This design comes from an exercise in tuning for small area and a short achievable clock period on the open sky130 flow, not from production work.
In this exercise RTL edits were held to simulation tests only and were not proved equivalent to the original.
Power figures rest on the tool's default switching activity, not on a simulated workload.

**design/flow/standard.sh**
```bash
#!/bin/bash
# synth_recipe.tcl (not shown) runs the flow's synth.tcl, then flattens the netlist and writes it again
# the make line also repeats each setting of config.mk as NAME=value (left out here)
make -C /OpenROAD-flow-scripts/flow DESIGN_CONFIG=/design/flow/config.mk WORK_HOME=/design/flow/orfs CLKGATE_MAP_FILE= SYNTH_SCRIPT=/design/flow/synth_recipe.tcl "${@:-finish}"
```
**design/flow/config.mk**
```make
export PLATFORM = sky130hd
export DESIGN_NAME = CPU
export DESIGN_NICKNAME = CPU
export VERILOG_FILES = /design/flow/design.v
export SDC_FILE = /design/flow/constraint.sdc
export NUM_CORES = 4
export LEC_CHECK = 0
export ABC_AREA = 1
export CAP_MARGIN = 20
export CORE_MARGIN = 2
export CORE_UTILIZATION = 40
export SETUP_SLACK_MARGIN = 5
export SLEW_MARGIN = 20
```
**design/flow/constraint.sdc**
```tcl
create_clock -name core_clock -period 12.0 [get_ports {clk}]
set_input_delay 2.4000 -clock core_clock [delete_from_list [all_inputs] [get_ports {clk}]]
set_output_delay 2.4000 -clock core_clock [all_outputs]
set_load 0.01 [all_outputs]
```
**design/flow/flow/run.sh**
```bash
#!/bin/bash
set -euo pipefail
bash standard.sh "BUFFER_PORTS_ARGS=-buffer_cell sky130_fd_sc_hd__buf_2" \
  "CTS_ARGS=-sink_clustering_enable -repair_clock_nets -dont_use_dummy_load -buf_list {sky130_fd_sc_hd__clkbuf_2 sky130_fd_sc_hd__clkbuf_4 sky130_fd_sc_hd__clkbuf_8}" \
  finish > standard_flow.log 2>&1
```
**design/flow/design.v**
```verilog
`timescale 1ns / 1ps
module smul(input wire [7:0] a, input wire [7:0] b, output wire [7:0] y);
  wire pp1 = a[0] & b[0];
  wire pp2 = a[0] & b[1];
  wire pp3 = a[0] & b[2];
  wire pp4 = a[0] & b[3];
  wire pp5 = a[0] & b[4];
  wire pp6 = a[0] & b[5];
  wire pp7 = a[0] & b[6];
  wire pp8 = a[0] & b[7];
  wire pp9 = a[1] & b[0];
  wire pp10 = a[1] & b[1];
  wire pp11 = a[1] & b[2];
  wire pp12 = a[1] & b[3];
  wire pp13 = a[1] & b[4];
  wire pp14 = a[1] & b[5];
  wire pp15 = a[1] & b[6];
  wire pp16 = a[2] & b[0];
  wire pp17 = a[2] & b[1];
  wire pp18 = a[2] & b[2];
  wire pp19 = a[2] & b[3];
  wire pp20 = a[2] & b[4];
  wire pp21 = a[2] & b[5];
  wire pp22 = a[3] & b[0];
  wire pp23 = a[3] & b[1];
  wire pp24 = a[3] & b[2];
  wire pp25 = a[3] & b[3];
  wire pp26 = a[3] & b[4];
  wire pp27 = a[4] & b[0];
  wire pp28 = a[4] & b[1];
  wire pp29 = a[4] & b[2];
  wire pp30 = a[4] & b[3];
  wire pp31 = a[5] & b[0];
  wire pp32 = a[5] & b[1];
  wire pp33 = a[5] & b[2];
  wire pp34 = a[6] & b[0];
  wire pp35 = a[6] & b[1];
  wire pp36 = a[7] & b[0];
  wire h39 = pp3 ^ pp10;
  wire s37 = h39 ^ pp16;
  wire c38 = h39 ? pp16 : pp3;
  wire h42 = pp4 ^ pp11;
  wire s40 = h42 ^ pp17;
  wire c41 = h42 ? pp17 : pp4;
  wire h45 = pp22 ^ c38;
  wire s43 = h45 ^ s40;
  wire c44 = h45 ? s40 : pp22;
  wire h48 = pp5 ^ pp12;
  wire s46 = h48 ^ pp18;
  wire c47 = h48 ? pp18 : pp5;
  wire h51 = pp23 ^ pp27;
  wire s49 = h51 ^ c41;
  wire c50 = h51 ? c41 : pp23;
  wire h54 = s46 ^ c44;
  wire s52 = h54 ^ s49;
  wire c53 = h54 ? s49 : s46;
  wire h57 = pp6 ^ pp13;
  wire s55 = h57 ^ pp19;
  wire c56 = h57 ? pp19 : pp6;
  wire h60 = pp24 ^ pp28;
  wire s58 = h60 ^ pp31;
  wire c59 = h60 ? pp31 : pp24;
  wire h63 = c47 ^ s55;
  wire s61 = h63 ^ s58;
  wire c62 = h63 ? s58 : c47;
  wire h66 = c50 ^ s61;
  wire s64 = h66 ^ c53;
  wire c65 = h66 ? c53 : c50;
  wire h69 = pp7 ^ pp14;
  wire s67 = h69 ^ pp20;
  wire c68 = h69 ? pp20 : pp7;
  wire h72 = pp25 ^ pp29;
  wire s70 = h72 ^ pp32;
  wire c71 = h72 ? pp32 : pp25;
  wire h75 = pp34 ^ c56;
  wire s73 = h75 ^ c59;
  wire c74 = h75 ? c59 : pp34;
  wire h78 = s67 ^ s70;
  wire s76 = h78 ^ c62;
  wire c77 = h78 ? c62 : s67;
  wire h81 = s73 ^ s76;
  wire s79 = h81 ^ c65;
  wire c80 = h81 ? c65 : s73;
  wire x82 = pp8 ^ pp15;
  wire x83 = pp21 ^ pp26;
  wire x84 = pp30 ^ pp33;
  wire x85 = pp35 ^ pp36;
  wire x86 = x82 ^ x83;
  wire x87 = x84 ^ x85;
  wire x88 = c68 ^ c71;
  wire x89 = x86 ^ x87;
  wire x90 = x88 ^ x89;
  wire x91 = c74 ^ x90;
  wire x92 = x91 ^ c77;
  wire x93 = x92 ^ c80;
  wire [7:0] rx = {x93, s79, s64, s52, s43, s37, pp2, pp1};
  wire [7:0] ry = {1'b0, 1'b0, 1'b0, 1'b0, 1'b0, 1'b0, pp9, 1'b0};
  assign y = rx + ry;
endmodule
module vdot_tree(input wire [63:0] a, input wire [63:0] b, output wire [7:0] y);
  wire pp1 = a[0] & b[0];
  wire pp2 = a[0] & b[1];
  wire pp3 = a[0] & b[2];
  wire pp4 = a[0] & b[3];
  wire pp5 = a[0] & b[4];
  wire pp6 = a[0] & b[5];
  wire pp7 = a[0] & b[6];
  wire pp8 = a[0] & b[7];
  wire pp9 = a[1] & b[0];
  wire pp10 = a[1] & b[1];
  wire pp11 = a[1] & b[2];
  wire pp12 = a[1] & b[3];
  wire pp13 = a[1] & b[4];
  wire pp14 = a[1] & b[5];
  wire pp15 = a[1] & b[6];
  wire pp16 = a[2] & b[0];
  wire pp17 = a[2] & b[1];
  wire pp18 = a[2] & b[2];
  wire pp19 = a[2] & b[3];
  wire pp20 = a[2] & b[4];
  wire pp21 = a[2] & b[5];
  wire pp22 = a[3] & b[0];
  wire pp23 = a[3] & b[1];
  wire pp24 = a[3] & b[2];
  wire pp25 = a[3] & b[3];
  wire pp26 = a[3] & b[4];
  wire pp27 = a[4] & b[0];
  wire pp28 = a[4] & b[1];
  wire pp29 = a[4] & b[2];
  wire pp30 = a[4] & b[3];
  wire pp31 = a[5] & b[0];
  wire pp32 = a[5] & b[1];
  wire pp33 = a[5] & b[2];
  wire pp34 = a[6] & b[0];
  wire pp35 = a[6] & b[1];
  wire pp36 = a[7] & b[0];
  wire pp37 = a[8] & b[8];
  wire pp38 = a[8] & b[9];
  wire pp39 = a[8] & b[10];
  wire pp40 = a[8] & b[11];
  wire pp41 = a[8] & b[12];
  wire pp42 = a[8] & b[13];
  wire pp43 = a[8] & b[14];
  wire pp44 = a[8] & b[15];
  wire pp45 = a[9] & b[8];
  wire pp46 = a[9] & b[9];
  wire pp47 = a[9] & b[10];
  wire pp48 = a[9] & b[11];
  wire pp49 = a[9] & b[12];
  wire pp50 = a[9] & b[13];
  wire pp51 = a[9] & b[14];
  wire pp52 = a[10] & b[8];
  wire pp53 = a[10] & b[9];
  wire pp54 = a[10] & b[10];
  wire pp55 = a[10] & b[11];
  wire pp56 = a[10] & b[12];
  wire pp57 = a[10] & b[13];
  wire pp58 = a[11] & b[8];
  wire pp59 = a[11] & b[9];
  wire pp60 = a[11] & b[10];
  wire pp61 = a[11] & b[11];
  wire pp62 = a[11] & b[12];
  wire pp63 = a[12] & b[8];
  wire pp64 = a[12] & b[9];
  wire pp65 = a[12] & b[10];
  wire pp66 = a[12] & b[11];
  wire pp67 = a[13] & b[8];
  wire pp68 = a[13] & b[9];
  wire pp69 = a[13] & b[10];
  wire pp70 = a[14] & b[8];
  wire pp71 = a[14] & b[9];
  wire pp72 = a[15] & b[8];
  wire pp73 = a[16] & b[16];
  wire pp74 = a[16] & b[17];
  wire pp75 = a[16] & b[18];
  wire pp76 = a[16] & b[19];
  wire pp77 = a[16] & b[20];
  wire pp78 = a[16] & b[21];
  wire pp79 = a[16] & b[22];
  wire pp80 = a[16] & b[23];
  wire pp81 = a[17] & b[16];
  wire pp82 = a[17] & b[17];
  wire pp83 = a[17] & b[18];
  wire pp84 = a[17] & b[19];
  wire pp85 = a[17] & b[20];
  wire pp86 = a[17] & b[21];
  wire pp87 = a[17] & b[22];
  wire pp88 = a[18] & b[16];
  wire pp89 = a[18] & b[17];
  wire pp90 = a[18] & b[18];
  wire pp91 = a[18] & b[19];
  wire pp92 = a[18] & b[20];
  wire pp93 = a[18] & b[21];
  wire pp94 = a[19] & b[16];
  wire pp95 = a[19] & b[17];
  wire pp96 = a[19] & b[18];
  wire pp97 = a[19] & b[19];
  wire pp98 = a[19] & b[20];
  wire pp99 = a[20] & b[16];
  wire pp100 = a[20] & b[17];
  wire pp101 = a[20] & b[18];
  wire pp102 = a[20] & b[19];
  wire pp103 = a[21] & b[16];
  wire pp104 = a[21] & b[17];
  wire pp105 = a[21] & b[18];
  wire pp106 = a[22] & b[16];
  wire pp107 = a[22] & b[17];
  wire pp108 = a[23] & b[16];
  wire pp109 = a[24] & b[24];
  wire pp110 = a[24] & b[25];
  wire pp111 = a[24] & b[26];
  wire pp112 = a[24] & b[27];
  wire pp113 = a[24] & b[28];
  wire pp114 = a[24] & b[29];
  wire pp115 = a[24] & b[30];
  wire pp116 = a[24] & b[31];
  wire pp117 = a[25] & b[24];
  wire pp118 = a[25] & b[25];
  wire pp119 = a[25] & b[26];
  wire pp120 = a[25] & b[27];
  wire pp121 = a[25] & b[28];
  wire pp122 = a[25] & b[29];
  wire pp123 = a[25] & b[30];
  wire pp124 = a[26] & b[24];
  wire pp125 = a[26] & b[25];
  wire pp126 = a[26] & b[26];
  wire pp127 = a[26] & b[27];
  wire pp128 = a[26] & b[28];
  wire pp129 = a[26] & b[29];
  wire pp130 = a[27] & b[24];
  wire pp131 = a[27] & b[25];
  wire pp132 = a[27] & b[26];
  wire pp133 = a[27] & b[27];
  wire pp134 = a[27] & b[28];
  wire pp135 = a[28] & b[24];
  wire pp136 = a[28] & b[25];
  wire pp137 = a[28] & b[26];
  wire pp138 = a[28] & b[27];
  wire pp139 = a[29] & b[24];
  wire pp140 = a[29] & b[25];
  wire pp141 = a[29] & b[26];
  wire pp142 = a[30] & b[24];
  wire pp143 = a[30] & b[25];
  wire pp144 = a[31] & b[24];
  wire pp145 = a[32] & b[32];
  wire pp146 = a[32] & b[33];
  wire pp147 = a[32] & b[34];
  wire pp148 = a[32] & b[35];
  wire pp149 = a[32] & b[36];
  wire pp150 = a[32] & b[37];
  wire pp151 = a[32] & b[38];
  wire pp152 = a[32] & b[39];
  wire pp153 = a[33] & b[32];
  wire pp154 = a[33] & b[33];
  wire pp155 = a[33] & b[34];
  wire pp156 = a[33] & b[35];
  wire pp157 = a[33] & b[36];
  wire pp158 = a[33] & b[37];
  wire pp159 = a[33] & b[38];
  wire pp160 = a[34] & b[32];
  wire pp161 = a[34] & b[33];
  wire pp162 = a[34] & b[34];
  wire pp163 = a[34] & b[35];
  wire pp164 = a[34] & b[36];
  wire pp165 = a[34] & b[37];
  wire pp166 = a[35] & b[32];
  wire pp167 = a[35] & b[33];
  wire pp168 = a[35] & b[34];
  wire pp169 = a[35] & b[35];
  wire pp170 = a[35] & b[36];
  wire pp171 = a[36] & b[32];
  wire pp172 = a[36] & b[33];
  wire pp173 = a[36] & b[34];
  wire pp174 = a[36] & b[35];
  wire pp175 = a[37] & b[32];
  wire pp176 = a[37] & b[33];
  wire pp177 = a[37] & b[34];
  wire pp178 = a[38] & b[32];
  wire pp179 = a[38] & b[33];
  wire pp180 = a[39] & b[32];
  wire pp181 = a[40] & b[40];
  wire pp182 = a[40] & b[41];
  wire pp183 = a[40] & b[42];
  wire pp184 = a[40] & b[43];
  wire pp185 = a[40] & b[44];
  wire pp186 = a[40] & b[45];
  wire pp187 = a[40] & b[46];
  wire pp188 = a[40] & b[47];
  wire pp189 = a[41] & b[40];
  wire pp190 = a[41] & b[41];
  wire pp191 = a[41] & b[42];
  wire pp192 = a[41] & b[43];
  wire pp193 = a[41] & b[44];
  wire pp194 = a[41] & b[45];
  wire pp195 = a[41] & b[46];
  wire pp196 = a[42] & b[40];
  wire pp197 = a[42] & b[41];
  wire pp198 = a[42] & b[42];
  wire pp199 = a[42] & b[43];
  wire pp200 = a[42] & b[44];
  wire pp201 = a[42] & b[45];
  wire pp202 = a[43] & b[40];
  wire pp203 = a[43] & b[41];
  wire pp204 = a[43] & b[42];
  wire pp205 = a[43] & b[43];
  wire pp206 = a[43] & b[44];
  wire pp207 = a[44] & b[40];
  wire pp208 = a[44] & b[41];
  wire pp209 = a[44] & b[42];
  wire pp210 = a[44] & b[43];
  wire pp211 = a[45] & b[40];
  wire pp212 = a[45] & b[41];
  wire pp213 = a[45] & b[42];
  wire pp214 = a[46] & b[40];
  wire pp215 = a[46] & b[41];
  wire pp216 = a[47] & b[40];
  wire pp217 = a[48] & b[48];
  wire pp218 = a[48] & b[49];
  wire pp219 = a[48] & b[50];
  wire pp220 = a[48] & b[51];
  wire pp221 = a[48] & b[52];
  wire pp222 = a[48] & b[53];
  wire pp223 = a[48] & b[54];
  wire pp224 = a[48] & b[55];
  wire pp225 = a[49] & b[48];
  wire pp226 = a[49] & b[49];
  wire pp227 = a[49] & b[50];
  wire pp228 = a[49] & b[51];
  wire pp229 = a[49] & b[52];
  wire pp230 = a[49] & b[53];
  wire pp231 = a[49] & b[54];
  wire pp232 = a[50] & b[48];
  wire pp233 = a[50] & b[49];
  wire pp234 = a[50] & b[50];
  wire pp235 = a[50] & b[51];
  wire pp236 = a[50] & b[52];
  wire pp237 = a[50] & b[53];
  wire pp238 = a[51] & b[48];
  wire pp239 = a[51] & b[49];
  wire pp240 = a[51] & b[50];
  wire pp241 = a[51] & b[51];
  wire pp242 = a[51] & b[52];
  wire pp243 = a[52] & b[48];
  wire pp244 = a[52] & b[49];
  wire pp245 = a[52] & b[50];
  wire pp246 = a[52] & b[51];
  wire pp247 = a[53] & b[48];
  wire pp248 = a[53] & b[49];
  wire pp249 = a[53] & b[50];
  wire pp250 = a[54] & b[48];
  wire pp251 = a[54] & b[49];
  wire pp252 = a[55] & b[48];
  wire pp253 = a[56] & b[56];
  wire pp254 = a[56] & b[57];
  wire pp255 = a[56] & b[58];
  wire pp256 = a[56] & b[59];
  wire pp257 = a[56] & b[60];
  wire pp258 = a[56] & b[61];
  wire pp259 = a[56] & b[62];
  wire pp260 = a[56] & b[63];
  wire pp261 = a[57] & b[56];
  wire pp262 = a[57] & b[57];
  wire pp263 = a[57] & b[58];
  wire pp264 = a[57] & b[59];
  wire pp265 = a[57] & b[60];
  wire pp266 = a[57] & b[61];
  wire pp267 = a[57] & b[62];
  wire pp268 = a[58] & b[56];
  wire pp269 = a[58] & b[57];
  wire pp270 = a[58] & b[58];
  wire pp271 = a[58] & b[59];
  wire pp272 = a[58] & b[60];
  wire pp273 = a[58] & b[61];
  wire pp274 = a[59] & b[56];
  wire pp275 = a[59] & b[57];
  wire pp276 = a[59] & b[58];
  wire pp277 = a[59] & b[59];
  wire pp278 = a[59] & b[60];
  wire pp279 = a[60] & b[56];
  wire pp280 = a[60] & b[57];
  wire pp281 = a[60] & b[58];
  wire pp282 = a[60] & b[59];
  wire pp283 = a[61] & b[56];
  wire pp284 = a[61] & b[57];
  wire pp285 = a[61] & b[58];
  wire pp286 = a[62] & b[56];
  wire pp287 = a[62] & b[57];
  wire pp288 = a[63] & b[56];
  wire h291 = pp1 ^ pp37;
  wire s289 = h291 ^ pp73;
  wire c290 = h291 ? pp73 : pp1;
  wire h294 = pp109 ^ pp145;
  wire s292 = h294 ^ pp181;
  wire c293 = h294 ? pp181 : pp109;
  wire h297 = pp217 ^ pp253;
  wire s295 = h297 ^ s289;
  wire c296 = h297 ? s289 : pp217;
  wire h300 = pp2 ^ pp9;
  wire s298 = h300 ^ pp38;
  wire c299 = h300 ? pp38 : pp2;
  wire h303 = pp45 ^ pp74;
  wire s301 = h303 ^ pp81;
  wire c302 = h303 ? pp81 : pp45;
  wire h306 = pp110 ^ pp117;
  wire s304 = h306 ^ pp146;
  wire c305 = h306 ? pp146 : pp110;
  wire h309 = pp153 ^ pp182;
  wire s307 = h309 ^ pp189;
  wire c308 = h309 ? pp189 : pp153;
  wire h312 = pp218 ^ pp225;
  wire s310 = h312 ^ pp254;
  wire c311 = h312 ? pp254 : pp218;
  wire h315 = pp261 ^ c290;
  wire s313 = h315 ^ c293;
  wire c314 = h315 ? c293 : pp261;
  wire h318 = s298 ^ s301;
  wire s316 = h318 ^ s304;
  wire c317 = h318 ? s304 : s298;
  wire h321 = s307 ^ s310;
  wire s319 = h321 ^ c296;
  wire c320 = h321 ? c296 : s307;
  wire h324 = s313 ^ s316;
  wire s322 = h324 ^ s319;
  wire c323 = h324 ? s319 : s313;
  wire h327 = pp3 ^ pp10;
  wire s325 = h327 ^ pp16;
  wire c326 = h327 ? pp16 : pp3;
  wire h330 = pp39 ^ pp46;
  wire s328 = h330 ^ pp52;
  wire c329 = h330 ? pp52 : pp39;
  wire h333 = pp75 ^ pp82;
  wire s331 = h333 ^ pp88;
  wire c332 = h333 ? pp88 : pp75;
  wire h336 = pp111 ^ pp118;
  wire s334 = h336 ^ pp124;
  wire c335 = h336 ? pp124 : pp111;
  wire h339 = pp147 ^ pp154;
  wire s337 = h339 ^ pp160;
  wire c338 = h339 ? pp160 : pp147;
  wire h342 = pp183 ^ pp190;
  wire s340 = h342 ^ pp196;
  wire c341 = h342 ? pp196 : pp183;
  wire h345 = pp219 ^ pp226;
  wire s343 = h345 ^ pp232;
  wire c344 = h345 ? pp232 : pp219;
  wire h348 = pp255 ^ pp262;
  wire s346 = h348 ^ pp268;
  wire c347 = h348 ? pp268 : pp255;
  wire h351 = c299 ^ c302;
  wire s349 = h351 ^ c305;
  wire c350 = h351 ? c305 : c299;
  wire h354 = c308 ^ c311;
  wire s352 = h354 ^ s325;
  wire c353 = h354 ? s325 : c308;
  wire h357 = s328 ^ s331;
  wire s355 = h357 ^ s334;
  wire c356 = h357 ? s334 : s328;
  wire h360 = s337 ^ s340;
  wire s358 = h360 ^ s343;
  wire c359 = h360 ? s343 : s337;
  wire h363 = s346 ^ c314;
  wire s361 = h363 ^ c317;
  wire c362 = h363 ? c317 : s346;
  wire h366 = s349 ^ s352;
  wire s364 = h366 ^ s355;
  wire c365 = h366 ? s355 : s349;
  wire h369 = s358 ^ c320;
  wire s367 = h369 ^ s361;
  wire c368 = h369 ? s361 : s358;
  wire h372 = s364 ^ c323;
  wire s370 = h372 ^ s367;
  wire c371 = h372 ? s367 : s364;
  wire h375 = pp4 ^ pp11;
  wire s373 = h375 ^ pp17;
  wire c374 = h375 ? pp17 : pp4;
  wire h378 = pp22 ^ pp40;
  wire s376 = h378 ^ pp47;
  wire c377 = h378 ? pp47 : pp22;
  wire h381 = pp53 ^ pp58;
  wire s379 = h381 ^ pp76;
  wire c380 = h381 ? pp76 : pp53;
  wire h384 = pp83 ^ pp89;
  wire s382 = h384 ^ pp94;
  wire c383 = h384 ? pp94 : pp83;
  wire h387 = pp112 ^ pp119;
  wire s385 = h387 ^ pp125;
  wire c386 = h387 ? pp125 : pp112;
  wire h390 = pp130 ^ pp148;
  wire s388 = h390 ^ pp155;
  wire c389 = h390 ? pp155 : pp130;
  wire h393 = pp161 ^ pp166;
  wire s391 = h393 ^ pp184;
  wire c392 = h393 ? pp184 : pp161;
  wire h396 = pp191 ^ pp197;
  wire s394 = h396 ^ pp202;
  wire c395 = h396 ? pp202 : pp191;
  wire h399 = pp220 ^ pp227;
  wire s397 = h399 ^ pp233;
  wire c398 = h399 ? pp233 : pp220;
  wire h402 = pp238 ^ pp256;
  wire s400 = h402 ^ pp263;
  wire c401 = h402 ? pp263 : pp238;
  wire h405 = pp269 ^ pp274;
  wire s403 = h405 ^ c326;
  wire c404 = h405 ? c326 : pp269;
  wire h408 = c329 ^ c332;
  wire s406 = h408 ^ c335;
  wire c407 = h408 ? c335 : c329;
  wire h411 = c338 ^ c341;
  wire s409 = h411 ^ c344;
  wire c410 = h411 ? c344 : c338;
  wire h414 = c347 ^ s373;
  wire s412 = h414 ^ s376;
  wire c413 = h414 ? s376 : c347;
  wire h417 = s379 ^ s382;
  wire s415 = h417 ^ s385;
  wire c416 = h417 ? s385 : s379;
  wire h420 = s388 ^ s391;
  wire s418 = h420 ^ s394;
  wire c419 = h420 ? s394 : s388;
  wire h423 = s397 ^ s400;
  wire s421 = h423 ^ c350;
  wire c422 = h423 ? c350 : s397;
  wire h426 = c353 ^ c356;
  wire s424 = h426 ^ c359;
  wire c425 = h426 ? c359 : c353;
  wire h429 = s403 ^ s406;
  wire s427 = h429 ^ s409;
  wire c428 = h429 ? s409 : s403;
  wire h432 = s412 ^ s415;
  wire s430 = h432 ^ s418;
  wire c431 = h432 ? s418 : s412;
  wire h435 = c362 ^ s421;
  wire s433 = h435 ^ c365;
  wire c434 = h435 ? c365 : c362;
  wire h438 = s424 ^ s427;
  wire s436 = h438 ^ s430;
  wire c437 = h438 ? s430 : s424;
  wire h441 = c368 ^ s433;
  wire s439 = h441 ^ s436;
  wire c440 = h441 ? s436 : c368;
  wire h444 = pp5 ^ pp12;
  wire s442 = h444 ^ pp18;
  wire c443 = h444 ? pp18 : pp5;
  wire h447 = pp23 ^ pp27;
  wire s445 = h447 ^ pp41;
  wire c446 = h447 ? pp41 : pp23;
  wire h450 = pp48 ^ pp54;
  wire s448 = h450 ^ pp59;
  wire c449 = h450 ? pp59 : pp48;
  wire h453 = pp63 ^ pp77;
  wire s451 = h453 ^ pp84;
  wire c452 = h453 ? pp84 : pp63;
  wire h456 = pp90 ^ pp95;
  wire s454 = h456 ^ pp99;
  wire c455 = h456 ? pp99 : pp90;
  wire h459 = pp113 ^ pp120;
  wire s457 = h459 ^ pp126;
  wire c458 = h459 ? pp126 : pp113;
  wire h462 = pp131 ^ pp135;
  wire s460 = h462 ^ pp149;
  wire c461 = h462 ? pp149 : pp131;
  wire h465 = pp156 ^ pp162;
  wire s463 = h465 ^ pp167;
  wire c464 = h465 ? pp167 : pp156;
  wire h468 = pp171 ^ pp185;
  wire s466 = h468 ^ pp192;
  wire c467 = h468 ? pp192 : pp171;
  wire h471 = pp198 ^ pp203;
  wire s469 = h471 ^ pp207;
  wire c470 = h471 ? pp207 : pp198;
  wire h474 = pp221 ^ pp228;
  wire s472 = h474 ^ pp234;
  wire c473 = h474 ? pp234 : pp221;
  wire h477 = pp239 ^ pp243;
  wire s475 = h477 ^ pp257;
  wire c476 = h477 ? pp257 : pp239;
  wire h480 = pp264 ^ pp270;
  wire s478 = h480 ^ pp275;
  wire c479 = h480 ? pp275 : pp264;
  wire h483 = pp279 ^ c374;
  wire s481 = h483 ^ c377;
  wire c482 = h483 ? c377 : pp279;
  wire h486 = c380 ^ c383;
  wire s484 = h486 ^ c386;
  wire c485 = h486 ? c386 : c380;
  wire h489 = c389 ^ c392;
  wire s487 = h489 ^ c395;
  wire c488 = h489 ? c395 : c389;
  wire h492 = c398 ^ c401;
  wire s490 = h492 ^ s442;
  wire c491 = h492 ? s442 : c398;
  wire h495 = s445 ^ s448;
  wire s493 = h495 ^ s451;
  wire c494 = h495 ? s451 : s445;
  wire h498 = s454 ^ s457;
  wire s496 = h498 ^ s460;
  wire c497 = h498 ? s460 : s454;
  wire h501 = s463 ^ s466;
  wire s499 = h501 ^ s469;
  wire c500 = h501 ? s469 : s463;
  wire h504 = s472 ^ s475;
  wire s502 = h504 ^ s478;
  wire c503 = h504 ? s478 : s472;
  wire h507 = c404 ^ c407;
  wire s505 = h507 ^ c410;
  wire c506 = h507 ? c410 : c404;
  wire h510 = c413 ^ c416;
  wire s508 = h510 ^ c419;
  wire c509 = h510 ? c419 : c413;
  wire h513 = s481 ^ s484;
  wire s511 = h513 ^ s487;
  wire c512 = h513 ? s487 : s481;
  wire h516 = s490 ^ s493;
  wire s514 = h516 ^ s496;
  wire c515 = h516 ? s496 : s490;
  wire h519 = s499 ^ s502;
  wire s517 = h519 ^ c422;
  wire c518 = h519 ? c422 : s499;
  wire h522 = c425 ^ c428;
  wire s520 = h522 ^ s505;
  wire c521 = h522 ? s505 : c425;
  wire h525 = c431 ^ s508;
  wire s523 = h525 ^ s511;
  wire c524 = h525 ? s511 : c431;
  wire h528 = s514 ^ s517;
  wire s526 = h528 ^ c434;
  wire c527 = h528 ? c434 : s514;
  wire h531 = s520 ^ c437;
  wire s529 = h531 ^ s523;
  wire c530 = h531 ? s523 : s520;
  wire h534 = s526 ^ s529;
  wire s532 = h534 ^ c440;
  wire c533 = h534 ? c440 : s526;
  wire h537 = pp6 ^ pp13;
  wire s535 = h537 ^ pp19;
  wire c536 = h537 ? pp19 : pp6;
  wire h540 = pp24 ^ pp28;
  wire s538 = h540 ^ pp31;
  wire c539 = h540 ? pp31 : pp24;
  wire h543 = pp42 ^ pp49;
  wire s541 = h543 ^ pp55;
  wire c542 = h543 ? pp55 : pp42;
  wire h546 = pp60 ^ pp64;
  wire s544 = h546 ^ pp67;
  wire c545 = h546 ? pp67 : pp60;
  wire h549 = pp78 ^ pp85;
  wire s547 = h549 ^ pp91;
  wire c548 = h549 ? pp91 : pp78;
  wire h552 = pp96 ^ pp100;
  wire s550 = h552 ^ pp103;
  wire c551 = h552 ? pp103 : pp96;
  wire h555 = pp114 ^ pp121;
  wire s553 = h555 ^ pp127;
  wire c554 = h555 ? pp127 : pp114;
  wire h558 = pp132 ^ pp136;
  wire s556 = h558 ^ pp139;
  wire c557 = h558 ? pp139 : pp132;
  wire h561 = pp150 ^ pp157;
  wire s559 = h561 ^ pp163;
  wire c560 = h561 ? pp163 : pp150;
  wire h564 = pp168 ^ pp172;
  wire s562 = h564 ^ pp175;
  wire c563 = h564 ? pp175 : pp168;
  wire h567 = pp186 ^ pp193;
  wire s565 = h567 ^ pp199;
  wire c566 = h567 ? pp199 : pp186;
  wire h570 = pp204 ^ pp208;
  wire s568 = h570 ^ pp211;
  wire c569 = h570 ? pp211 : pp204;
  wire h573 = pp222 ^ pp229;
  wire s571 = h573 ^ pp235;
  wire c572 = h573 ? pp235 : pp222;
  wire h576 = pp240 ^ pp244;
  wire s574 = h576 ^ pp247;
  wire c575 = h576 ? pp247 : pp240;
  wire h579 = pp258 ^ pp265;
  wire s577 = h579 ^ pp271;
  wire c578 = h579 ? pp271 : pp258;
  wire h582 = pp276 ^ pp280;
  wire s580 = h582 ^ pp283;
  wire c581 = h582 ? pp283 : pp276;
  wire h585 = c443 ^ c446;
  wire s583 = h585 ^ c449;
  wire c584 = h585 ? c449 : c443;
  wire h588 = c452 ^ c455;
  wire s586 = h588 ^ c458;
  wire c587 = h588 ? c458 : c452;
  wire h591 = c461 ^ c464;
  wire s589 = h591 ^ c467;
  wire c590 = h591 ? c467 : c461;
  wire h594 = c470 ^ c473;
  wire s592 = h594 ^ c476;
  wire c593 = h594 ? c476 : c470;
  wire h597 = c479 ^ s535;
  wire s595 = h597 ^ s538;
  wire c596 = h597 ? s538 : c479;
  wire h600 = s541 ^ s544;
  wire s598 = h600 ^ s547;
  wire c599 = h600 ? s547 : s541;
  wire h603 = s550 ^ s553;
  wire s601 = h603 ^ s556;
  wire c602 = h603 ? s556 : s550;
  wire h606 = s559 ^ s562;
  wire s604 = h606 ^ s565;
  wire c605 = h606 ? s565 : s559;
  wire h609 = s568 ^ s571;
  wire s607 = h609 ^ s574;
  wire c608 = h609 ? s574 : s568;
  wire h612 = s577 ^ s580;
  wire s610 = h612 ^ c482;
  wire c611 = h612 ? c482 : s577;
  wire h615 = c485 ^ c488;
  wire s613 = h615 ^ c491;
  wire c614 = h615 ? c491 : c485;
  wire h618 = c494 ^ c497;
  wire s616 = h618 ^ c500;
  wire c617 = h618 ? c500 : c494;
  wire h621 = c503 ^ s583;
  wire s619 = h621 ^ s586;
  wire c620 = h621 ? s586 : c503;
  wire h624 = s589 ^ s592;
  wire s622 = h624 ^ s595;
  wire c623 = h624 ? s595 : s589;
  wire h627 = s598 ^ s601;
  wire s625 = h627 ^ s604;
  wire c626 = h627 ? s604 : s598;
  wire h630 = s607 ^ c506;
  wire s628 = h630 ^ c509;
  wire c629 = h630 ? c509 : s607;
  wire h633 = c512 ^ s610;
  wire s631 = h633 ^ c515;
  wire c632 = h633 ? c515 : c512;
  wire h636 = s613 ^ s616;
  wire s634 = h636 ^ s619;
  wire c635 = h636 ? s619 : s613;
  wire h639 = s622 ^ s625;
  wire s637 = h639 ^ c518;
  wire c638 = h639 ? c518 : s622;
  wire h642 = c521 ^ c524;
  wire s640 = h642 ^ s628;
  wire c641 = h642 ? s628 : c521;
  wire h645 = s631 ^ s634;
  wire s643 = h645 ^ s637;
  wire c644 = h645 ? s637 : s631;
  wire h648 = c527 ^ s640;
  wire s646 = h648 ^ c530;
  wire c647 = h648 ? c530 : c527;
  wire h651 = s643 ^ s646;
  wire s649 = h651 ^ c533;
  wire c650 = h651 ? c533 : s643;
  wire h654 = pp7 ^ pp14;
  wire s652 = h654 ^ pp20;
  wire c653 = h654 ? pp20 : pp7;
  wire h657 = pp25 ^ pp29;
  wire s655 = h657 ^ pp32;
  wire c656 = h657 ? pp32 : pp25;
  wire h660 = pp34 ^ pp43;
  wire s658 = h660 ^ pp50;
  wire c659 = h660 ? pp50 : pp34;
  wire h663 = pp56 ^ pp61;
  wire s661 = h663 ^ pp65;
  wire c662 = h663 ? pp65 : pp56;
  wire h666 = pp68 ^ pp70;
  wire s664 = h666 ^ pp79;
  wire c665 = h666 ? pp79 : pp68;
  wire h669 = pp86 ^ pp92;
  wire s667 = h669 ^ pp97;
  wire c668 = h669 ? pp97 : pp86;
  wire h672 = pp101 ^ pp104;
  wire s670 = h672 ^ pp106;
  wire c671 = h672 ? pp106 : pp101;
  wire h675 = pp115 ^ pp122;
  wire s673 = h675 ^ pp128;
  wire c674 = h675 ? pp128 : pp115;
  wire h678 = pp133 ^ pp137;
  wire s676 = h678 ^ pp140;
  wire c677 = h678 ? pp140 : pp133;
  wire h681 = pp142 ^ pp151;
  wire s679 = h681 ^ pp158;
  wire c680 = h681 ? pp158 : pp142;
  wire h684 = pp164 ^ pp169;
  wire s682 = h684 ^ pp173;
  wire c683 = h684 ? pp173 : pp164;
  wire h687 = pp176 ^ pp178;
  wire s685 = h687 ^ pp187;
  wire c686 = h687 ? pp187 : pp176;
  wire h690 = pp194 ^ pp200;
  wire s688 = h690 ^ pp205;
  wire c689 = h690 ? pp205 : pp194;
  wire h693 = pp209 ^ pp212;
  wire s691 = h693 ^ pp214;
  wire c692 = h693 ? pp214 : pp209;
  wire h696 = pp223 ^ pp230;
  wire s694 = h696 ^ pp236;
  wire c695 = h696 ? pp236 : pp223;
  wire h699 = pp241 ^ pp245;
  wire s697 = h699 ^ pp248;
  wire c698 = h699 ? pp248 : pp241;
  wire h702 = pp250 ^ pp259;
  wire s700 = h702 ^ pp266;
  wire c701 = h702 ? pp266 : pp250;
  wire h705 = pp272 ^ pp277;
  wire s703 = h705 ^ pp281;
  wire c704 = h705 ? pp281 : pp272;
  wire h708 = pp284 ^ pp286;
  wire s706 = h708 ^ c536;
  wire c707 = h708 ? c536 : pp284;
  wire h711 = c539 ^ c542;
  wire s709 = h711 ^ c545;
  wire c710 = h711 ? c545 : c539;
  wire h714 = c548 ^ c551;
  wire s712 = h714 ^ c554;
  wire c713 = h714 ? c554 : c548;
  wire h717 = c557 ^ c560;
  wire s715 = h717 ^ c563;
  wire c716 = h717 ? c563 : c557;
  wire h720 = c566 ^ c569;
  wire s718 = h720 ^ c572;
  wire c719 = h720 ? c572 : c566;
  wire h723 = c575 ^ c578;
  wire s721 = h723 ^ c581;
  wire c722 = h723 ? c581 : c575;
  wire h726 = s652 ^ s655;
  wire s724 = h726 ^ s658;
  wire c725 = h726 ? s658 : s652;
  wire h729 = s661 ^ s664;
  wire s727 = h729 ^ s667;
  wire c728 = h729 ? s667 : s661;
  wire h732 = s670 ^ s673;
  wire s730 = h732 ^ s676;
  wire c731 = h732 ? s676 : s670;
  wire h735 = s679 ^ s682;
  wire s733 = h735 ^ s685;
  wire c734 = h735 ? s685 : s679;
  wire h738 = s688 ^ s691;
  wire s736 = h738 ^ s694;
  wire c737 = h738 ? s694 : s688;
  wire h741 = s697 ^ s700;
  wire s739 = h741 ^ s703;
  wire c740 = h741 ? s703 : s697;
  wire h744 = c584 ^ c587;
  wire s742 = h744 ^ c590;
  wire c743 = h744 ? c590 : c584;
  wire h747 = c593 ^ c596;
  wire s745 = h747 ^ c599;
  wire c746 = h747 ? c599 : c593;
  wire h750 = c602 ^ c605;
  wire s748 = h750 ^ c608;
  wire c749 = h750 ? c608 : c602;
  wire h753 = s706 ^ s709;
  wire s751 = h753 ^ s712;
  wire c752 = h753 ? s712 : s706;
  wire h756 = s715 ^ s718;
  wire s754 = h756 ^ s721;
  wire c755 = h756 ? s721 : s715;
  wire h759 = s724 ^ s727;
  wire s757 = h759 ^ s730;
  wire c758 = h759 ? s730 : s724;
  wire h762 = s733 ^ s736;
  wire s760 = h762 ^ s739;
  wire c761 = h762 ? s739 : s733;
  wire h765 = c611 ^ c614;
  wire s763 = h765 ^ c617;
  wire c764 = h765 ? c617 : c611;
  wire h768 = c620 ^ s742;
  wire s766 = h768 ^ c623;
  wire c767 = h768 ? c623 : c620;
  wire h771 = c626 ^ s745;
  wire s769 = h771 ^ s748;
  wire c770 = h771 ? s748 : c626;
  wire h774 = s751 ^ s754;
  wire s772 = h774 ^ s757;
  wire c773 = h774 ? s757 : s751;
  wire h777 = s760 ^ c629;
  wire s775 = h777 ^ c632;
  wire c776 = h777 ? c632 : s760;
  wire h780 = c635 ^ s763;
  wire s778 = h780 ^ s766;
  wire c779 = h780 ? s766 : c635;
  wire h783 = s769 ^ s772;
  wire s781 = h783 ^ c638;
  wire c782 = h783 ? c638 : s769;
  wire h786 = c641 ^ s775;
  wire s784 = h786 ^ s778;
  wire c785 = h786 ? s778 : c641;
  wire h789 = c644 ^ s781;
  wire s787 = h789 ^ c647;
  wire c788 = h789 ? c647 : c644;
  wire h792 = s784 ^ s787;
  wire s790 = h792 ^ c650;
  wire c791 = h792 ? c650 : s784;
  wire x793 = pp8 ^ pp15;
  wire x794 = pp21 ^ pp26;
  wire x795 = pp30 ^ pp33;
  wire x796 = pp35 ^ pp36;
  wire x797 = pp44 ^ pp51;
  wire x798 = pp57 ^ pp62;
  wire x799 = pp66 ^ pp69;
  wire x800 = pp71 ^ pp72;
  wire x801 = pp80 ^ pp87;
  wire x802 = pp93 ^ pp98;
  wire x803 = pp102 ^ pp105;
  wire x804 = pp107 ^ pp108;
  wire x805 = pp116 ^ pp123;
  wire x806 = pp129 ^ pp134;
  wire x807 = pp138 ^ pp141;
  wire x808 = pp143 ^ pp144;
  wire x809 = pp152 ^ pp159;
  wire x810 = pp165 ^ pp170;
  wire x811 = pp174 ^ pp177;
  wire x812 = pp179 ^ pp180;
  wire x813 = pp188 ^ pp195;
  wire x814 = pp201 ^ pp206;
  wire x815 = pp210 ^ pp213;
  wire x816 = pp215 ^ pp216;
  wire x817 = pp224 ^ pp231;
  wire x818 = pp237 ^ pp242;
  wire x819 = pp246 ^ pp249;
  wire x820 = pp251 ^ pp252;
  wire x821 = pp260 ^ pp267;
  wire x822 = pp273 ^ pp278;
  wire x823 = pp282 ^ pp285;
  wire x824 = pp287 ^ pp288;
  wire x825 = x793 ^ x794;
  wire x826 = x795 ^ x796;
  wire x827 = x797 ^ x798;
  wire x828 = x799 ^ x800;
  wire x829 = x801 ^ x802;
  wire x830 = x803 ^ x804;
  wire x831 = x805 ^ x806;
  wire x832 = x807 ^ x808;
  wire x833 = x809 ^ x810;
  wire x834 = x811 ^ x812;
  wire x835 = x813 ^ x814;
  wire x836 = x815 ^ x816;
  wire x837 = x817 ^ x818;
  wire x838 = x819 ^ x820;
  wire x839 = x821 ^ x822;
  wire x840 = x823 ^ x824;
  wire x841 = c653 ^ c656;
  wire x842 = c659 ^ c662;
  wire x843 = c665 ^ c668;
  wire x844 = c671 ^ c674;
  wire x845 = c677 ^ c680;
  wire x846 = c683 ^ c686;
  wire x847 = c689 ^ c692;
  wire x848 = c695 ^ c698;
  wire x849 = c701 ^ c704;
  wire x850 = x825 ^ x826;
  wire x851 = x827 ^ x828;
  wire x852 = x829 ^ x830;
  wire x853 = x831 ^ x832;
  wire x854 = x833 ^ x834;
  wire x855 = x835 ^ x836;
  wire x856 = x837 ^ x838;
  wire x857 = x839 ^ x840;
  wire x858 = x841 ^ x842;
  wire x859 = x843 ^ x844;
  wire x860 = x845 ^ x846;
  wire x861 = x847 ^ x848;
  wire x862 = x849 ^ x850;
  wire x863 = x851 ^ x852;
  wire x864 = x853 ^ x854;
  wire x865 = x855 ^ x856;
  wire x866 = x857 ^ c707;
  wire x867 = c710 ^ c713;
  wire x868 = c716 ^ c719;
  wire x869 = c722 ^ c725;
  wire x870 = c728 ^ c731;
  wire x871 = c734 ^ c737;
  wire x872 = c740 ^ x858;
  wire x873 = x859 ^ x860;
  wire x874 = x861 ^ x862;
  wire x875 = x863 ^ x864;
  wire x876 = x865 ^ x866;
  wire x877 = x867 ^ x868;
  wire x878 = x869 ^ x870;
  wire x879 = x871 ^ x872;
  wire x880 = x873 ^ x874;
  wire x881 = x875 ^ c743;
  wire x882 = c746 ^ c749;
  wire x883 = c752 ^ c755;
  wire x884 = x876 ^ x877;
  wire x885 = c758 ^ c761;
  wire x886 = x878 ^ x879;
  wire x887 = x880 ^ x881;
  wire x888 = x882 ^ x883;
  wire x889 = x884 ^ x885;
  wire x890 = x886 ^ c764;
  wire x891 = x887 ^ c767;
  wire x892 = c770 ^ x888;
  wire x893 = c773 ^ x889;
  wire x894 = x890 ^ x891;
  wire x895 = x892 ^ x893;
  wire x896 = c776 ^ x894;
  wire x897 = c779 ^ x895;
  wire x898 = x896 ^ x897;
  wire x899 = c782 ^ c785;
  wire x900 = x898 ^ x899;
  wire x901 = c788 ^ x900;
  wire x902 = x901 ^ c791;
  wire [7:0] rx = {x902, s790, s649, s532, c371, s370, s322, s292};
  wire [7:0] ry = {1'b0, 1'b0, 1'b0, 1'b0, s439, 1'b0, 1'b0, s295};
  assign y = rx + ry;
endmodule
`timescale 1ns / 1ps
module CPU( input clk,
	input rst,
	input wire [31:0] inst,
	input wire [63:0]	main_memory_input_data_path,
	output reg[63:0] main_memory_output_data_path,
	output wire[31:0] pc_inst_addr,
	output wire		Vector_Write_Access,
	output wire		Memory_Write_Access,
	output wire		Load_Vector_Flag,
	output wire 		Load_Word_Flag,
	output wire[11:0]	Main_Memory_Address
	);
	wire [5:0] op  = inst[31:26];
	wire [4:0] rd  = inst[25:21];
	wire [4:0] rs1 = inst[20:16];
	wire [4:0] rs2 = inst[15:11];
	wire [7:0] imm = inst[15:8];
	wire [63:0] mem = main_memory_input_data_path;
	wire op_add  = op == 6'b000000;
	wire op_sub  = op == 6'b000001;
	wire op_mul  = op == 6'b000010;
	wire op_and  = op == 6'b000100;
	wire op_or   = op == 6'b000101;
	wire op_xor  = op == 6'b000110;
	wire op_sll  = op == 6'b001000;
	wire op_srl  = op == 6'b001001;
	wire op_slt  = op == 6'b001010;
	wire op_seq  = op == 6'b001011;
	wire op_addi = op == 6'b001101;
	wire op_andi = op == 6'b001110;
	wire op_xori = op == 6'b001111;
	wire op_slti = op == 6'b101000;
	wire op_vadd = op == 6'b010000;
	wire op_vsub = op == 6'b010001;
	wire op_vdot = op == 6'b010010;
	wire op_lw   = op == 6'b100101;
	wire op_lv   = op == 6'b101101;
	wire op_sw   = op == 6'b100110;
	wire op_sv   = op == 6'b101110;
	wire op_rar  = op == 6'b101111;
	wire op_raw  = op == 6'b101100;
	wire op_beq  = op == 6'b100011;
	wire op_bgt  = op == 6'b011111;
	wire op_jmp  = op == 6'b110000;
	assign Load_Word_Flag      = op_lw | op_rar;
	assign Load_Vector_Flag    = op_lv | op_rar;
	assign Memory_Write_Access = op_sw | op_raw;
	assign Vector_Write_Access = op_sv | op_raw;
	assign Main_Memory_Address = inst[11:0];
	wire imm_sel = op_addi | op_andi | op_xori | op_slti | op_beq | op_bgt;
	wire s_we = op_add | op_sub | op_mul | op_and | op_or | op_xor | op_sll | op_srl |
	            op_slt | op_seq | op_addi | op_andi | op_xori | op_slti | op_lw;
	wire v_we = op_vadd | op_vsub | op_vdot | op_lv;
	reg [7:0]  R [0:30];
	reg [63:0] V [0:2];
	reg [31:0] T;
	reg [31:0] PC;
	assign pc_inst_addr = PC;
	wire [255:0] rf;
	genvar g;
	generate
		for (g = 0; g < 31; g = g + 1) begin : rf_flat
			assign rf[8*g +: 8] = R[g];
		end
	endgenerate
	assign rf[255:248] = 8'd0;
	function [7:0] rdmux(input [255:0] x, input [4:0] s);
		reg [63:0] l1;
		reg [15:0] l2;
		integer q;
		begin
			for (q = 0; q < 8; q = q + 1)
				case (s[1:0])
					2'd0: l1[8*q +: 8] = x[32*q +: 8];
					2'd1: l1[8*q +: 8] = x[32*q + 8 +: 8];
					2'd2: l1[8*q +: 8] = x[32*q + 16 +: 8];
					default: l1[8*q +: 8] = x[32*q + 24 +: 8];
				endcase
			for (q = 0; q < 2; q = q + 1)
				case (s[3:2])
					2'd0: l2[8*q +: 8] = l1[32*q +: 8];
					2'd1: l2[8*q +: 8] = l1[32*q + 8 +: 8];
					2'd2: l2[8*q +: 8] = l1[32*q + 16 +: 8];
					default: l2[8*q +: 8] = l1[32*q + 24 +: 8];
				endcase
			rdmux = s[4] ? l2[15:8] : l2[7:0];
		end
	endfunction
	wire [7:0] A = rdmux(rf, rs1);
	wire [7:0] B = rdmux(rf, rs2);
	wire nva = op_sw | op_raw;
	wire [63:0] VA = (V[0] & {64{rs1 == 5'd0 && !nva}}) |
	                 (V[1] & {64{rs1 == 5'd1 && !nva}}) |
	                 (V[2] & {64{rs1 == 5'd2 && !nva}});
	wire [63:0] VB = (V[0] & {64{rs2 == 5'd0}}) |
	                 (V[1] & {64{rs2 == 5'd1}}) |
	                 (V[2] & {64{rs2 == 5'd2}});
	always @(*) begin
		main_memory_output_data_path = VA;
		main_memory_output_data_path[7:0] = VA[7:0] | (A & {8{op_sw}}) | (PC[7:0] & {8{op_raw}});
		main_memory_output_data_path[31:8] = VA[31:8] | (PC[31:8] & {24{op_raw}});
	end
	wire [7:0] B2 = imm_sel ? imm : B;
	wire do_sub = !(op_add | op_addi);
	wire [7:0] b2x = B2 ^ {8{do_sub}};
	reg [8:0] dc;
	reg [7:0] diff;
	integer d;
	always @(*) begin
		dc[0] = do_sub;
		for (d = 0; d < 8; d = d + 1) begin
			diff[d] = A[d] ^ b2x[d] ^ dc[d];
			dc[d+1] = (A[d] ^ b2x[d]) ? dc[d] : A[d];
		end
	end
	wire lt = !dc[8];                 
	wire eq = (A == B2);
	wire [7:0] prod;
	smul u_mul(.a(A), .b(B), .y(prod));
	wire [7:0] shl = (B[7:3] != 5'd0) ? 8'd0 : (A << B[2:0]);
	wire [7:0] shr = (B[7:3] != 5'd0) ? 8'd0 : (A >> B[2:0]);
	reg [7:0] alu;
	always @(*) begin
		alu = 8'd0;
		if (op_add | op_addi | op_sub) alu = diff;
		if (op_mul)                    alu = prod;
		if (op_and | op_andi)          alu = A & B2;
		if (op_or)                     alu = A | B2;
		if (op_xor | op_xori)          alu = A ^ B2;
		if (op_sll)                    alu = shl;
		if (op_srl)                    alu = shr;
		if (op_slt | op_slti)          alu = {7'd0, lt};
		if (op_seq)                    alu = {7'd0, eq};
	end
	wire [7:0] s_wdata = op_lw ? mem[7:0] : alu;
	reg [63:0] vaddsub;
	wire [7:0] dot;
	vdot_tree u_dot(.a(VA), .b(VB), .y(dot));
	integer k, m;
	reg [8:0] cy;
	reg [7:0] bb;
	always @(*) begin
		for (k = 0; k < 8; k = k + 1) begin
			bb = VB[8*k +: 8] ^ {8{op_vsub}};
			cy[0] = op_vsub;
			for (m = 0; m < 8; m = m + 1) begin
				vaddsub[8*k+m] = VA[8*k+m] ^ bb[m] ^ cy[m];
				cy[m+1] = (VA[8*k+m] ^ bb[m]) ? cy[m] : VA[8*k+m];
			end
		end
	end
	wire [63:0] v_wdata = op_lv ? mem : (op_vdot ? {56'd0, dot} : vaddsub);
	wire taken = (op_beq & !eq) | (op_bgt & !lt & !eq);
	always @(posedge clk) begin
		if (rst) PC <= 32'd0;
		else if (op_jmp) PC <= {6'd0, inst[25:0]};
		else if (taken) PC <= T;
		else PC <= PC + 32'd4;
	end
	always @(posedge clk)
		if (op_rar) T <= mem[31:0];
	integer j;
	always @(posedge clk) begin
		for (j = 0; j < 31; j = j + 1)
			if (s_we && rd == j) R[j] <= s_wdata;
		for (j = 0; j < 3; j = j + 1)
			if (v_we && rd == j) V[j] <= v_wdata;
	end
endmodule
```
==> results.sh, run 1 <==
export IMPL_grt_pass1_wl_um=245000
export IMPL_ff2ff_setup_slack_ns=7.28
export IMPL_layout_commonest_cell="nand2_1"
export IMPL_antenna_found_initial=7
export IMPL_die_y_um=322
export IMPL_crit_required_ns=9.60
export IMPL_period_needed_ns=7.03
export IMPL_fin_crit_sh_pct=58.6
export IMPL_peakVddDrop_mv=0.0726
export IMPL_fmax_mhz=142
export IMPL_cap_viol_max_count=0
export IMPL_seq_area_frac_synth_pct=36.7
export IMPL_grt_max_degree=84
export IMPL_setup_viol=0
export IMPL_avgRoutedWirePerCell_um=23.6
export IMPL_hold_violations=0
export IMPL_core_um2=100000
export IMPL_dp_hpwl_um=117000
export IMPL_outcome="no timing/DRC/antenna violations"
export IMPL_cp_start_kind="input pin"
export IMPL_clk_pin_slew_ns=0.06
export IMPL_drt_iter0_drc=4927
export IMPL_vias_per_cell=5.79
export IMPL_p_leak_nw=21.5
export IMPL_pin_count=210
export IMPL_design_die_area_um2=103000
export IMPL_relSlewSlack_pct=25.4
export IMPL_tightest_slew_ns=1.12
export IMPL_grt_util_met1_pct=40.6
export IMPL_synthFlopType="edfxtp_1"
export IMPL_critical_path_max_stage_delay_ns=0.40
export IMPL_drive_gt1_share_pct=17.0
export IMPL_first_pass_iters=8
export IMPL_synth_cell_type_count=68
export IMPL_powerDensity_nw_per_um2=86.6
export IMPL_cts_buffers=87
export IMPL_syn_to_final_growth_pct=18.9
export IMPL_rsz0062_at_grt="yes"
export IMPL_crit_slowest_cell="o21ai_0"
export IMPL_vias=42400
export IMPL_fin_nets=6143
export IMPL_final_cell_mix="nand2_1 (2055), inv_1 (494), edfxtp_1 (472), nand3_1 (440), o21ai_0 (278)"
export IMPL_nFillCells=9860
export IMPL_worstSetupPathType="in -> out"
export IMPL_gr_total_overflow=0
export IMPL_cts_root_buf="clkbuf_8"
export IMPL_htreeDepth=3
export IMPL_dieWidth_um=322
export IMPL_busiest_layer="met2"
export IMPL_cts_hold_buf=0
export IMPL_critPathMaxFanout=15
export IMPL_antenna_left=0
export IMPL_numPortBuffers=209
export IMPL_yosysWarnings=3
export IMPL_wl_um=173000
export IMPL_hold_ws_ns=0.472
export IMPL_worstPathCellList="buf_8 > inv_4 > nand2_8 > inv_6 > clkbuf_16 > nand2_1 > nand3_1 > o211ai_1 > nand3_1 > o21ai_2 > nand2_1 > nand2_2 > o21ai_0 > buf_2"
export IMPL_synth_nets=5726
export IMPL_finClkSkew_ns=0.109
export IMPL_grt_usage_pct=31.8
export IMPL_synth_async_sr_flop_share_pct=0
export IMPL_cts_sinks=504
export IMPL_synth_seq_cells=504
export IMPL_use_met2_pct=50.7
export IMPL_place_congestion=0.969
export IMPL_synth_edff_count=472
export IMPL_met3_usage_pct=5.85
export IMPL_syn_avg_cell_area_um2=7.21
export IMPL_grt_pass1_vias=38100
export IMPL_drv_slew=0
export IMPL_placementRows=116
export IMPL_clkLatencyLatePin_ns=0.74
export IMPL_syn_area_um2=40400
export IMPL_cp_end_kind="primary output"
export IMPL_syn_inst=5602
export IMPL_cts_buffer_depth=3
export IMPL_drc=0
export IMPL_cts_tree="yes"
export IMPL_worstPathArrival_ns=4.63
export IMPL_hp_class="reg -> reg"
export IMPL_fin_tns_setup_ns=0
export IMPL_initial_utilization_pct=40.4
Yosys cell counts, types with 35 or more instances:
master | instances | area, um2
nand2_1 | 2112 | 7930
inv_1 | 511 | 1920
nand3_1 | 499 | 2500
edfxtp_1 | 472 | 14200
o21ai_0 | 294 | 1470
xor2_1 | 231 | 2020
nand4_1 | 219 | 1370
nor2_1 | 206 | 773
o211ai_1 | 118 | 886
a21oi_1 | 83 | 415
xnor2_1 | 80 | 701
clkbuf_1 | 64 | 240
buf_2 | 63 | 315
buf_4 | 58 | 435
nand3_2 | 53 | 531
o21ai_1 | 35 | 175
critical path: cells and delay by family:
kind                   cells  cell delay (ns)
AO/OA/AOI/OAI              3             0.59
buffers and inverters      5             0.86
AND/OR/NAND/NOR            6             0.76
final cells by class:
| cell class | count | area, um2 | area share (%) |
|---|---|---|---|
| Antenna cell | 4 | 10.0 | 0.0209 |
| Inverter | 554 | 2180 | 4.54 |
| Tap cell | 1298 | 1620 | 3.38 |
| Clock buffer | 87 | 1200 | 2.50 |
| Timing Repair inverter | 1 | 5.00 | 0.0104 |
| Sequential cell | 504 | 14800 | 30.9 |
| Timing Repair Buffer | 527 | 4420 | 9.22 |
| Multi-Input combinational cell | 4344 | 23700 | 49.4 |
report_power, final:
group	leakage (nW)	internal (W)	switching, W
Sequential	4.60	0.00195	0.00000885
Combinational	16.3	0.000278	0.000604
Clock	0.626	0.000635	0.000675
repair_timing:
| item | CTS | global route |
|---|---|---|
| setup endpoints to repair | 392 | 199 |
| gates cloned | 24 | 12 |
| pin swaps | 42 | 106 |
| buffers inserted | 87 | 163 |
| gates resized for setup | 191 | 224 |
metal layers:
layer | share of wire [%] | vias up
met1 | 38 | 19700
li1 | - | 19600
met2 | 44 | 2499
met3 | 11 | 570
met5 | 0.027 | -
met4 | 6.9 | 6
worst paths after layout:
check	startpoint	endpoint	cells past startpoint
worst min register to register	T[25]$_DFFE_PP_	PC[25]$_SDFF_PP0_	2
worst max-delay path	inst[17]	main_memory_output_data_path[7]	14
worst max register to register	R[10][2]$_DFFE_PP_	R[2][3]$_DFFE_PP_	21
worst min-delay path	T[25]$_DFFE_PP_	PC[25]$_SDFF_PP0_	2
state kept, by name, summed over array words and instances, names as in the netlist:
signal,flops
T,32
V,192
PC,32
R,248
kinds of logic (layout without fill, tap and decap cells):
| logic type | count (synthesis) | in the layout | share of synthesized area [%] |
|---|---|---|---|
| and+or+nand+nor | 3213 | 3234 | 34.9 |
| other | 0 | 4 | 0 |
| xor gates and xnor gates | 319 | 319 | 7.07 |
| adders and majority gates | 28 | 28 | 0.930 |
| AOI/OAI and AO/OA | 757 | 757 | 11.8 |
| DFF | 504 | 504 | 36.7 |
| muxes | 6 | 6 | 0.149 |
| buffers and inverters | 775 | 1169 | 8.41 |
stage by stage:
| step | instance area [um2] | instances | utilization (%) | setup WS (ns) | power [W] |
|---|---|---|---|---|---|
| finish | 48000 | 7319 | 48.0 | 4.97 | 0.00415 |
| global placement | 42200 | 6942 | 42.2 | 2.66 | 0.00274 |
| detailed placement | 42200 | 6942 | 42.2 | 2.53 | 0.00274 |
| floorplan | 40400 | 5602 | - | 5.11 | 0.00249 |
| CTS | 45500 | 7140 | 45.5 | 4.88 | 0.00408 |
| global route | 48000 | 7316 | 48.0 | 4.79 | 0.00429 |
==> run 2, diff against run 1 <==
==> design/flow/flow/run.sh (replaced) <==
#!/bin/bash
set -euo pipefail
bash standard.sh "BUFFER_PORTS_ARGS=-buffer_cell sky130_fd_sc_hd__buf_2" \
  "CTS_ARGS=-sink_clustering_enable -repair_clock_nets -dont_use_dummy_load -sink_clustering_size 16 -sink_clustering_max_diameter 50 -buf_list {sky130_fd_sc_hd__clkbuf_2 sky130_fd_sc_hd__clkbuf_4 sky130_fd_sc_hd__clkbuf_8}" \
  finish > standard_flow.log 2>&1
==> run 2 against run 1 <==
Effect of this change:
- die area is the same
- clock power is 21% lower
- global-route usage decreased by 0.32 points
- first-iteration DRC count fell by 0.91%
- sequential cell count is the same
- sequential share of layout area grew 0.12 points
- critical path type unchanged
==> results.sh, run 2 <==
export IMPL_outcome="no timing/DRC/antenna violations"
export IMPL_timing_rr_end="R[5][6]$_DFFE_PP_"
export IMPL_dp_hpwl_um=117000
export IMPL_synth_edff_count=472
export IMPL_first_pass_iters=7
export IMPL_cts_tree="yes"
export IMPL_yosysWarnings=3
export IMPL_highest_layer="met5"
export IMPL_fin_nets=6140
export IMPL_met1_length_um=65900
export IMPL_syn_avg_cell_area_um2=7.21
export IMPL_tightest_slew_ns=1.14
export IMPL_clkLatencyLatePin_ns=0.78
export IMPL_fin_crit_sh_pct=58.8
export IMPL_regMostFlops="R"
export IMPL_reg2reg_depth=30
export IMPL_worstPathArrival_ns=4.66
export IMPL_pwr_share_clk_pct=26.6
export IMPL_place_ws_ns=2.53
export IMPL_crit_start="inst[16]"
export IMPL_worstSetupPathType="in -> out"
export IMPL_cp_start_kind="input pin"
export IMPL_wl_um=174000
export IMPL_clk_pin_slew_ns=0.07
export IMPL_design_die_area_um2=103000
export IMPL_p_comb_share_pct=23.0
export IMPL_cts_root_buf="clkbuf_8"
export IMPL_largest_reg_flops=248
export IMPL_wl_met2_um=76500
export IMPL_ff2ff_setup_slack_ns=7.23
export IMPL_seq_power_share_pct=50.5
export IMPL_cts_buffers=57
export IMPL_crit_required_ns=9.60
export IMPL_setup_worst_path_end="main_memory_output_data_path[7]"
export IMPL_dieWidth_um=322
export IMPL_p_int_w=0.00265
export IMPL_final_cell_mix="nand2_1 (2060), inv_1 (495), edfxtp_1 (472), nand3_1 (441), o21ai_0 (279)"
export IMPL_synth_nets=5726
export IMPL_synthTopCellsByCount="nand2_1 (2112), inv_1 (511), nand3_1 (499)"
export IMPL_reg_top3="R: 248 flops, V: 192 flops"
export IMPL_synth_area_leaders="edfxtp_1 (35%), nand2_1 (20%), nand3_1 (6.2%)"
export IMPL_hold_violations=0
export IMPL_synth_cell_type_count=68
export IMPL_finClkSkew_ns=0.126
export IMPL_drt_iter0_drc=4882
export IMPL_antenna_left=0
export IMPL_die_y_um=322
export IMPL_drc=0
export IMPL_grt_pass1_wl_um=243000
export IMPL_switchingPower_w=0.00123
export IMPL_synth_seq_cells=504
export IMPL_hp_class="reg -> reg"
export IMPL_placementRows=116
export IMPL_initial_utilization_pct=40.4
export IMPL_peakVddDrop_mv=0.0846
export IMPL_seq_area_frac_synth_pct=36.7
export IMPL_rr_startpoint="R[0][0]$_DFFE_PP_"
export IMPL_htreeDepth=2
export IMPL_pin_count=210
export IMPL_grt_max_degree=84
export IMPL_antenna_found_initial=5
export IMPL_syn_inst=5602
export IMPL_synth_async_sr_flop_share_pct=0
export IMPL_period_needed_ns=7.06
export IMPL_avgRoutedWirePerCell_um=23.7
export IMPL_setup_viol=0
export IMPL_p_leak_nw=21.5
export IMPL_yosysTopAreaCell="edfxtp_1"
export IMPL_core_um2=100000
export IMPL_cp_end_kind="primary output"
export IMPL_rsz0062_at_grt="yes"
export IMPL_cts_hold_buf=0
export IMPL_vias=42400
export IMPL_wl_met3_um=19100
export IMPL_relSlewSlack_pct=24.0
export IMPL_layout_commonest_cell="nand2_1"
export IMPL_numPortBuffers=209
export IMPL_drv_slew=0
export IMPL_powerDensity_nw_per_um2=81.2
export IMPL_cts_buffer_depth=3
export IMPL_synth_most_common_cell="nand2_1"
export IMPL_layout_setup_ws_ns=4.94
export IMPL_cap_viol_max_count=0
export IMPL_vias_per_cell=5.79
export IMPL_yosys_area_top_type_share_pct=35.1
export IMPL_fin_tns_setup_ns=0
export IMPL_cts_sinks=504
export IMPL_switching_share_pct=31.7
export IMPL_grt_usage_pct=31.4
export IMPL_fmax_mhz=142
export IMPL_drive_gt1_share_pct=16.8
export IMPL_syn_area_um2=40400
export IMPL_critPathMaxFanout=13
export IMPL_synthFlopType="edfxtp_1"
export IMPL_gr_total_overflow=0
export IMPL_grt_pass1_vias=37800
export IMPL_syn_to_final_growth_pct=18.4
export IMPL_place_congestion=0.969
## run 2: cell count changes in the layout (fill, tap and decap cells not counted), moves of 5 or more
cell,delta
buf_12,-5
buf_4,+21
buf_6,+5
clkbuf_16,+5
clkbuf_8,-30
nand2_1,+5
nand2_2,-5
## run 2: final cells by class
type | count | area (um2)
fillers | 9862 | 52200
multi-input cells | 4344 | 23700
flip-flops and latches | 504 | 14800
repair buffers | 553 | 4710
inverters | 554 | 2180
well taps | 1298 | 1620
clock buffers | 57 | 785
repair inverters | 2 | 13.8
diodes | 3 | 7.51
## run 2: worst min-delay path by stage
stage | endpoint | slack (ns) | startpoint | cells after the start
global placement | PC[28]$_SDFF_PP0_ | 0.48 | T[28]$_DFFE_PP_ | 2
global route | PC[26]$_SDFF_PP0_ | 0.52 | T[26]$_DFFE_PP_ | 2
floorplan | PC[30]$_SDFF_PP0_ | 0.47 | T[30]$_DFFE_PP_ | 2
finish | PC[31]$_SDFF_PP0_ | 0.50 | T[31]$_DFFE_PP_ | 2
CTS | PC[26]$_SDFF_PP0_ | 0.51 | T[26]$_DFFE_PP_ | 2
detailed placement | PC[26]$_SDFF_PP0_ | 0.49 | T[26]$_DFFE_PP_ | 2
## run 2: cells by family (layout without fill, tap and decap cells)
kind of cell / after synthesis / count (layout) / synth area share (%)
DFF: 504 / 504 / 36.7
muxes: 6 / 6 / 0.149
and+or+nand+nor: 3213 / 3234 / 34.9
xor gates and xnor gates: 319 / 319 / 7.07
buffers and inverters: 775 / 1166 / 8.41
other: 0 / 3 / 0
adders and majority gates: 28 / 28 / 0.930
AOI/OAI and AO/OA: 757 / 757 / 11.8
## run 2: worst max-delay path, stage by stage
cell,delay [ns]
buf_16,0.16
buf_12,0.15
inv_2,0.05
nand2_4,0.11
buf_4,0.13
clkinv_2,0.19
a221oi_1,0.41
nand3_1,0.11
o21ai_1,0.19
nand2_1,0.11
nand2_2,0.21
o21ai_0,0.19
buf_2,0.19
## run 2: what timing repair did
action	4_1_cts	5_1_grt
pin swaps	31	108
gates cloned	24	20
buffers inserted	82	187
setup endpoints to repair	393	202
resized for setup	193	207
## run 2: power by group through the flow
| stage | clock network, W | registers, W | logic (W) |
|---|---|---|---|
| finish | 0.00103 | 0.00196 | 0.000891 |
| floorplan | 0 | 0.00200 | 0.000495 |
| CTS | 0.00103 | 0.00196 | 0.000810 |
| global route | 0.00108 | 0.00196 | 0.000958 |
| detailed placement | 0 | 0.00200 | 0.000745 |
| global placement | 0 | 0.00200 | 0.000739 |
## run 2: stage by stage
| step | utilization (%) | hold slack [ns] | instances | power [W] | cell area, um2 |
|---|---|---|---|---|---|
| finish | 47.8 | 0.503 | 7315 | 0.00388 | 47800 |
| global route | 47.8 | 0.518 | 7312 | 0.00400 | 47800 |
| CTS | 45.1 | 0.506 | 7105 | 0.00379 | 45100 |
| detailed placement | 42.2 | 0.489 | 6942 | 0.00274 | 42200 |
| global placement | 42.2 | 0.481 | 6942 | 0.00274 | 42200 |
| floorplan | - | 0.468 | 5602 | 0.00249 | 40400 |
## run 2: routing by layer
layer  vias up  track usage, %
met5         -               0
met4         4            17.3
met3       552            5.67
met2      2443            50.3
met1     19700            40.2
li1      19600               -

-- re-timing with driven ports --
Ports are ideal in the flow. The routed layouts listed here were re-timed in OpenROAD.
Step 1: set_driving_cell puts a clkbuf_16 on clk and a buf_2 on each other input, an assumption about the parent block.
Step 2 adds t to the input delays and takes it off the output delays; t is the mean of the earliest and latest rising clock arrival at the registers after step 1. Input paths then give back, and output paths get back, about the clock's delay inside the block.
Three values: no drivers, after step 1, after step 2; two values: the first two.
run	shift t [ns]	setup slack, ns	hold WS [ns]	worst register clock-pin slew, ns	cell pins on the clock port's net
run 1	0.748	4.966 / 4.921 / 4.386	0.472 / 0.472 / 0.472	0.07 / 0.07	1
run 2	0.767	4.943 / 4.757 / 4.344	0.503 / 0.503 / 0.503	0.11 / 0.11	1
After both steps every run listed still meets setup and hold. For run 2, which loses most, drivers alone change the setup slack by -0.186 ns; drivers and shift together by -0.599 ns.
